Source: an optimization exercise on an open RTL-to-GDS flow (aim: small area and a short achievable clock period). Production flows keep margins and buffers that such runs may drop. Function was checked by simulation only, so behaviour that the tests miss may differ from the original.

== v9 ==
// cordicsqrt
module cordicsqrt (
    input [15:0] N,
    input clk, in_valid,
    output [15:0] sqrt,
    output out_valid
  );
==> flow/config.mk <==
export PLATFORM = sky130hd
export DESIGN_NAME = cordicsqrt
export DESIGN_NICKNAME = cordicsqrt
export VERILOG_FILES = /design/flow/design.v
export SDC_FILE = /design/flow/constraint.sdc
export NUM_CORES = 4
export LEC_CHECK = 0
export CAP_MARGIN = 20
export CORE_MARGIN = 2
export CORE_UTILIZATION = 60
export SLEW_MARGIN = 20
==> flow/constraint.sdc <==
create_clock -name core_clock -period 10.0 [get_ports {clk}]
set_input_delay 2.0000 -clock core_clock [delete_from_list [all_inputs] [get_ports {clk}]]
set_output_delay 2.0000 -clock core_clock [all_outputs]
set_load 0.01 [all_outputs]
standard.sh (not shown) runs the stock make flow with config.mk's settings and CLKGATE_MAP_FILE= SYNTH_SCRIPT=/design/flow/synth_recipe.tcl, a recipe that flattens the netlist after the stock synthesis.
==> flow/flow/run.sh <==
#!/bin/bash
set -o pipefail
export SETUP_SLACK_MARGIN=${MARGIN:-7.1}
export CTS_ARGS="-sink_clustering_enable -repair_clock_nets -sink_clustering_size ${CSIZE:-20} -sink_clustering_max_diameter ${CDIAM:-80} -dont_use_dummy_load -buf_list {sky130_fd_sc_hd__clkbuf_16}"
bash standard.sh > standard.log 2>&1
[inputs] v50 vs v9
# v9
export LEC_CHECK = 0
export CAP_MARGIN = 20
export CORE_MARGIN = 2
export CORE_UTILIZATION = 60
export SLEW_MARGIN = 20
create_clock -name core_clock -period 10.0 [get_ports {clk}]
# v50
export LEC_CHECK = 0
export ABC_AREA = 1
export CAP_MARGIN = 20
export CORE_MARGIN = 2
export CORE_UTILIZATION = 60
export SLEW_MARGIN = 20
create_clock -name core_clock -period 10.0 [get_ports {clk}]
==> flow/flow/run.sh <==
#!/bin/bash
set -o pipefail
export SETUP_SLACK_MARGIN=${MARGIN:-6.9}
export CTS_ARGS="-sink_clustering_enable -repair_clock_nets -sink_clustering_size ${CSIZE:-20} -sink_clustering_max_diameter ${CDIAM:-80} -dont_use_dummy_load -buf_list {sky130_fd_sc_hd__clkbuf_16}"
bash standard.sh > standard.log 2>&1
## What came out
Fill cell total of the finished layout of v50 falls short of that of v9 by a little under 10%.
Final cell area: v50 below v9
Last weighted congestion value of the routability-driven placer (v50 vs. v9) increases by a few percent
Looking at endpoint of the worst setup timing path, the res_q20[10]$_SDFF_PP0_ result is from v50; the res_q20[3]$_DFF_P_ one comes from v9.
Setup slack on v50 is behind v9.
Here is what was changed in the inputs of v36 compared with v50.
# v50
export LEC_CHECK = 0
export ABC_AREA = 1
export CAP_MARGIN = 20
export CORE_MARGIN = 2
export CORE_UTILIZATION = 60
export SLEW_MARGIN = 20
create_clock -name core_clock -period 10.0 [get_ports {clk}]
# v36
export LEC_CHECK = 0
export CAP_MARGIN = 10
export CORE_MARGIN = 2
export CORE_UTILIZATION = 60
export SLEW_MARGIN = 10
create_clock -name core_clock -period 10.0 [get_ports {clk}]
Results
v36 completed every stage of the flow, and the final layout passed the timing, design-rule and antenna checks.
Going from v50 to v36, maximum frequency grows by about 12%.
Sequential element share of the synthesized area for v36 is lower than for v50.
In the route summary, v36 ends up with a via count exceeding that of v50.
met3 wirelength from detailed routing on v36 is up relative to v50.
Wire length of the first global-routing pass delta (v50 -> v36): insignificant
Comparing v36 and v50, critical path depth is lower on v36.
Net count after synthesis down about 0.36% in v36 wrt v50
On sequential share of layout area, v36 and v50 are basically level.
For v48, these inputs were changed with respect to v36:
# v36
export LEC_CHECK = 0
export CAP_MARGIN = 10
export CORE_MARGIN = 2
export CORE_UTILIZATION = 60
export SLEW_MARGIN = 10
create_clock -name core_clock -period 10.0 [get_ports {clk}]
# v48
export LEC_CHECK = 0
export CAP_MARGIN = 20
export CORE_MARGIN = 2
export CORE_UTILIZATION = 60
export SLEW_MARGIN = 20
create_clock -name core_clock -period 10.0 [get_ports {clk}]
--- outcome ---
Comparing v48 against v36, there is no change at all in core occupancy in the finished layout.
v36 -> v48: cell row count delta 0, exact match
Diff v48..v36 | xor and xnor area share after synthesis | unchanged
v48 against v36: clock edge transition at the registers on the reported setup and hold paths shows no meaningful change, register share of the cell area barely changed.
Changes in v4 relative to v48:
==> flow/flow/run.sh <==
#!/bin/bash
set -o pipefail
export SETUP_SLACK_MARGIN=${MARGIN:-6.9}
export CTS_ARGS="-sink_clustering_enable -repair_clock_nets -sink_clustering_size ${CSIZE:-20} -sink_clustering_max_diameter ${CDIAM:-80} -dont_use_dummy_load -buf_list {sky130_fd_sc_hd__clkbuf_8}"
bash standard.sh > standard.log 2>&1
==> results.txt <==
v4: PASS, flow complete, no timing, DRC or antenna violations
Total number of cells along the worst setup path: v4 vs v48 down 13
Delta (v4 minus v48): number of global-route vias before repair was more or less identical, design area went down by 510 um2.
Input-level comparison between v53 and v4:
==> flow/flow/run.sh <==
#!/bin/bash
set -o pipefail
export SETUP_SLACK_MARGIN=${MARGIN:-6.7}
export CTS_ARGS="-sink_clustering_enable -repair_clock_nets -sink_clustering_size ${CSIZE:-20} -sink_clustering_max_diameter ${CDIAM:-80} -dont_use_dummy_load -buf_list {sky130_fd_sc_hd__clkbuf_16}"
bash standard.sh > standard.log 2>&1
--- outcome ---
v53 finished end to end and its layout was clean on timing, DRC and antenna.
Sort v4 and v53 by worst setup slack, descending, and v4 comes first.
v53: clock period minus worst slack 0.067 ns above v4
Changes observed in v53 relative to v4: via count of the first global-routing pass shrank by 0.92%, cell area after placement neither gained nor lost much, number of buffers inserted by post-CTS setup repair shrank by 22.

Another version of the RTL of cordicsqrt (not shown whole).
For scale: ~5400 cells after synthesis, about 840 flip-flops.
// cordicsqrt
module cordicsqrt (
    input [15:0] N,
    input clk, in_valid,
    output [15:0] sqrt,
    output out_valid
  );
export LEC_CHECK = 0
export CAP_MARGIN = 20
export CORE_MARGIN = 2
export CORE_UTILIZATION = 40
export SLEW_MARGIN = 20
create_clock -name core_clock -period 10.0 [get_ports {clk}]
==> flow/flow/run.sh <==
#!/bin/bash
set -o pipefail
export SETUP_SLACK_MARGIN=${MARGIN:-6.5}
bash standard.sh > standard.log 2>&1
Edit:
==> flow/run.sh (new file) <==
#!/bin/bash
# synth_recipe.tcl (not shown) runs the flow's synth.tcl, then flattens the netlist and writes it again
# the make line also repeats each setting of config.mk as NAME=value (left out here)
make -C /OpenROAD-flow-scripts/flow DESIGN_CONFIG=/design/flow/config.mk WORK_HOME=/design/flow/orfs CLKGATE_MAP_FILE= SYNTH_SCRIPT=/design/flow/synth_recipe.tcl finish
removed: flow/flow/run.sh
removed: flow/standard.sh
Result: The changed run completed with no timing, DRC or antenna violations; fmax goes down by 10%; cell area goes down by 1.9%; synthesized cell count does not change; hold slack gets better by 11 ps; final cell count goes down by 0.76%; global-route usage goes down by 0.23 points; first-iteration DRC count goes up by 7.3%; sequential share of layout area goes up by 0.41 points; setup slack gets worse by 480 ps; synthesized area does not change.

==> separate check: timing with driven ports <==
The flow's constraints put no driver on any port. The routed layouts listed below were extracted and timed again, unchanged, in two steps. Step 1, drivers: a clkbuf_16 drives clk and a buf_2 each remaining input, both assumed. Step 2 adds t to the input delays and takes it off the output delays; t is the mean of the earliest and latest rising clock arrival at the registers after step 1. Input paths then give back, and output paths get back, about the clock's delay inside the block. a / b / c = ideal ports / drivers / drivers and shift; a / b = the first two.
run | t (ns) | setup slack, ns | worst setup path at the end
v9 | 0.669 | 6.862 / 6.862 / 6.862 | register to register
v50 | 0.637 | 6.530 / 6.530 / 6.530 | register to register
v36 | 0.669 | 6.909 / 6.861 / 6.909 | register to register
v48 | 0.669 | 6.909 / 6.861 / 6.909 | register to register
v4 | 0.728 | 6.846 / 6.783 / 6.905 | register to register
v53 | 0.649 | 6.779 / 6.755 / 6.779 | register to register
the first run of note 2 | 0.758 | 5.754 / 5.754 / 5.754 | register to register
the second run of note 2 | 0.733 | 5.271 / 5.271 / 5.271 | register to register
After both steps setup and hold are still met in every run listed.
